This design comes from an exercise in tuning for small area on the open sky130 flow, not from production work.
RTL that was checked went through simulation tests only; none was proved equivalent to the original.
Power figures rest on the tool's default switching activity, not on a simulated workload.

== job 105 ==
## WTA
module WTA
#(
	parameter  MAXDISPARITY = 64 ,
	parameter  LPDI_WIDTH = 8 ,
	parameter  INPUTDATAWID = 513,
	parameter  OUTPUTDATAWID = 9
  )
(
	input wire                      clk,
	input wire                      en,
	input wire                      pixelEN,
	input  wire[INPUTDATAWID-1:0]   LPDi,
	output wire[OUTPUTDATAWID-1:0]  disparity
);
export LEC_CHECK = 0
export CAP_MARGIN = 20
export CORE_MARGIN = 2
export CORE_UTILIZATION = 40
export SLEW_MARGIN = 20
create_clock -name core_clock -period 6.67 [get_ports {clk}]
standard.sh (not shown) runs the stock make flow with config.mk's settings and CLKGATE_MAP_FILE= SYNTH_SCRIPT=/design/flow/synth_recipe.tcl, a recipe that flattens the netlist after the stock synthesis.
==> flow/flow/run.sh <==
#!/bin/bash
set -euo pipefail
W=$PWD
PLAT="$FLOW_HOME/platforms/$FLOW_PLATFORM"
bash standard.sh synth > "$W/synth_ref.log" 2>&1
cp orfs/results/"$FLOW_PLATFORM"/WTA/base/1_2_yosys.v "$W/ref_synth.v"
python3 flow/map.py "$FLOW_DESIGN" "$W/ref_synth.v" "$W/mapped.v" > "$W/map.log" 2>&1
sed 's/\bmodule WTA\b/module WTA_rtl/' "$FLOW_DESIGN" > "$W/rtl_ref.v"
iverilog -g2012 -DFUNCTIONAL -DUNIT_DELAY=#0 -o "$W/selfcheck.vvp" flow/selfcheck_tb.v "$W/rtl_ref.v" \
  "$PLAT/verilog/primitives.v" "$PLAT/verilog/sky130_fd_sc_hd.v" "$W/mapped.v" > "$W/selfcheck.log" 2>&1
vvp -n "$W/selfcheck.vvp" >> "$W/selfcheck.log" 2>&1
grep -q "SELFCHECK PASS" "$W/selfcheck.log"
rm -rf orfs
bash standard.sh SYNTH_NETLIST_FILES="$W/mapped.v" \
  "BUFFER_PORTS_ARGS=-buffer_cell sky130_fd_sc_hd__buf_1" GPL_TIMING_DRIVEN=0 finish > "$W/layout.log" 2>&1
Other scripts of this flow, unchanged in this note and not shown: flow/flow/map.py, flow/flow/selfcheck_tb.v
Job 105 closes out successfully: all stages finished, all timing, DRC and antenna checks passed.
Edits applied to the flow inputs when going from job 105 to job 104:
--- a/flow/design.v
+++ b/flow/design.v
@@ -2426,53 +2426,53 @@
 assign n1184 = n1181 ? n900 : n902;
 assign n1185 = n1183 ? n1182 : n1184;
 assign n1186 = n1183 ? n1179 : n1181;
 assign n1187 = n1025 | n1026;
 assign n1188 = n1027 | n1028;
 assign n1189 = n1029 | n1030;
 assign n1190 = n1187 ? n1025 : n1027;
 assign n1191 = n1187 | n1188;
 assign n1192 = n1189 ? n1029 : n1031;
 assign n1193 = n1191 ? n1190 : n1192;
 assign n1194 = n1191 ? n1187 : n1189;
-assign n1195 = s1[3] ? s1[4] : s1[0];
-assign n1196 = s1[3] ? s1[5] : s1[1];
-assign n1197 = s1[3] ? s1[6] : s1[2];
-assign n1198 = s1[3] & s1[7];
-assign n1199 = s1[11] ? s1[12] : s1[8];
-assign n1200 = s1[11] ? s1[13] : s1[9];
-assign n1201 = s1[11] ? s1[14] : s1[10];
-assign n1202 = s1[11] & s1[15];
-assign n1203 = s1[19] ? s1[20] : s1[16];
-assign n1204 = s1[19] ? s1[21] : s1[17];
-assign n1205 = s1[19] ? s1[22] : s1[18];
-assign n1206 = s1[19] & s1[23];
-assign n1207 = s1[27] ? s1[28] : s1[24];
-assign n1208 = s1[27] ? s1[29] : s1[25];
-assign n1209 = s1[27] ? s1[30] : s1[26];
-assign n1210 = n1198 ? n1199 : n1195;
-assign n1211 = n1198 ? n1200 : n1196;
-assign n1212 = n1198 ? n1201 : n1197;
-assign n1213 = n1198 ? s1[11] : s1[3];
-assign n1214 = n1198 & n1202;
-assign n1215 = n1206 ? n1207 : n1203;
-assign n1216 = n1206 ? n1208 : n1204;
-assign n1217 = n1206 ? n1209 : n1205;
-assign n1218 = n1206 ? s1[27] : s1[19];
+assign n1195 = n1123 ? n1145 : n1137;
+assign n1196 = n1123 ? n1146 : n1138;
+assign n1197 = n1123 ? n1143 : n1135;
+assign n1198 = n1123 & n1124;
+assign n1199 = n1125 ? n1161 : n1153;
+assign n1200 = n1125 ? n1162 : n1154;
+assign n1201 = n1125 ? n1159 : n1151;
+assign n1202 = n1125 & n1126;
+assign n1203 = n1127 ? n1177 : n1169;
+assign n1204 = n1127 ? n1178 : n1170;
+assign n1205 = n1127 ? n1175 : n1167;
+assign n1206 = n1127 & n1128;
+assign n1207 = n1129 ? n1193 : n1185;
+assign n1208 = n1129 ? n1194 : n1186;
+assign n1209 = n1129 ? n1191 : n1183;
+assign n1210 = s1[4] ? s1[5] : s1[0];
+assign n1211 = s1[4] ? s1[6] : s1[1];
+assign n1212 = s1[4] ? s1[7] : s1[2];
+assign n1213 = s1[4] ? s1[8] : s1[3];
+assign n1214 = s1[4] & s1[9];
+assign n1215 = s1[14] ? s1[15] : s1[10];
+assign n1216 = s1[14] ? s1[16] : s1[11];
+assign n1217 = s1[14] ? s1[17] : s1[12];
+assign n1218 = s1[14] ? s1[18] : s1[13];
 assign n1219 = n1214 ? n1215 : n1210;
 assign n1220 = n1214 ? n1216 : n1211;
 assign n1221 = n1214 ? n1217 : n1212;
 assign n1222 = n1214 ? n1218 : n1213;
-assign n1223 = n1214 ? n1206 : n1198;
+assign n1223 = n1214 ? s1[14] : s1[4];
 assign n1224 = ~n1219;
 assign n1225 = ~n1220;
 assign n1226 = ~n1221;
-reg [31:0] s1;
+reg [19:0] s1;
 always @(posedge clk)
 if (step)
-	s1 <= {LPDi[512], n1191, n1194, n1193, n1129, n1183, n1186, n1185, n1128, n1175, n1178, n1177, n1127, n1167, n1170, n1169, n1126, n1159, n1162, n1161, n1125, n1151, n1154, n1153, n1124, n1143, n1146, n1145, n1123, n1135, n1138, n1137};
+	s1 <= {LPDi[512], n1129, n1209, n1208, n1207, n1206, n1127, n1205, n1204, n1203, n1202, n1125, n1201, n1200, n1199, n1198, n1123, n1197, n1196, n1195};
 reg [34:0] pipe;
 always @(posedge clk)
 if (step)
-	pipe <= {pipe[27:0], s1[31], n1214, n1223, n1222, n1226, n1225, n1224};
+	pipe <= {pipe[27:0], s1[19], n1214, n1223, n1222, n1226, n1225, n1224};
 assign disparity = {pipe[34], 2'b00, pipe[33:28]};
 endmodule
==> comparison <==
Job 104 went all the way through synthesis, placement and routing and the layout is clean on timing, DRC and antenna. Hold slack: job 104 > job 105. Compared job 104 against job 105; max-cap check violation count within noise. Delta (job 104 minus job 105): final weighted congestion of routability-driven global placement now sits lower, leakage power total now sits higher, fraction of the cycle the final worst path needs now sits at about the same level, least setup slack across all paths after layout now sits lower, power dissipated by switching net loads now sits higher. For the cell area, job 104 came in about 4% higher than job 105 did. | final routed wirelength across all metal layers | job 104 vs job 105 | worse |. Job 104 vs job 105 — clock network fraction of total power dropped 9.4 points. Arrival time of the worst setup path: job 105 vs job 104, no meaningful difference. Job 105 has higher ratio of total power to cell area than job 104.
No functional check of the RTL was part of job 104.

[separate check: timing with driven ports]
In the flow no input, the clock included, has a driving cell. The finished layouts below were timed again as built, in two steps.
Step 1 (the two cells are an assumption about what drives the block):
set clk [get_ports {clk}]
set_driving_cell -lib_cell sky130_fd_sc_hd__clkbuf_16 $clk
set_driving_cell -lib_cell sky130_fd_sc_hd__buf_2 [delete_from_list [all_inputs] $clk]
Step 2 moves the port delays by t, midway between the first and last clock arrival at a register: inputs arrive t later, outputs are due t later. That takes back most of the time a late clock gives input paths.
a / b / c = ideal / step 1 / step 2; a / b = the first two.
run | t (ns) | setup WS [ns] | hold slack, ns | worst data-port slew with drivers (ns)
job 105 | 0.379 | 0.193 / 0.214 / -0.165 | 0.417 / 0.417 / 0.417 | 0.14
job 104 | 0.329 | 0.186 / 0.105 / -0.224 | 0.421 / 0.421 / 0.421 | 0.16
Met with ideal ports but missed after step 2: setup timing in job 105 and job 104. The setup slack of job 104, which loses most, moves by -0.081 ns with the drivers and by -0.410 ns with both steps.
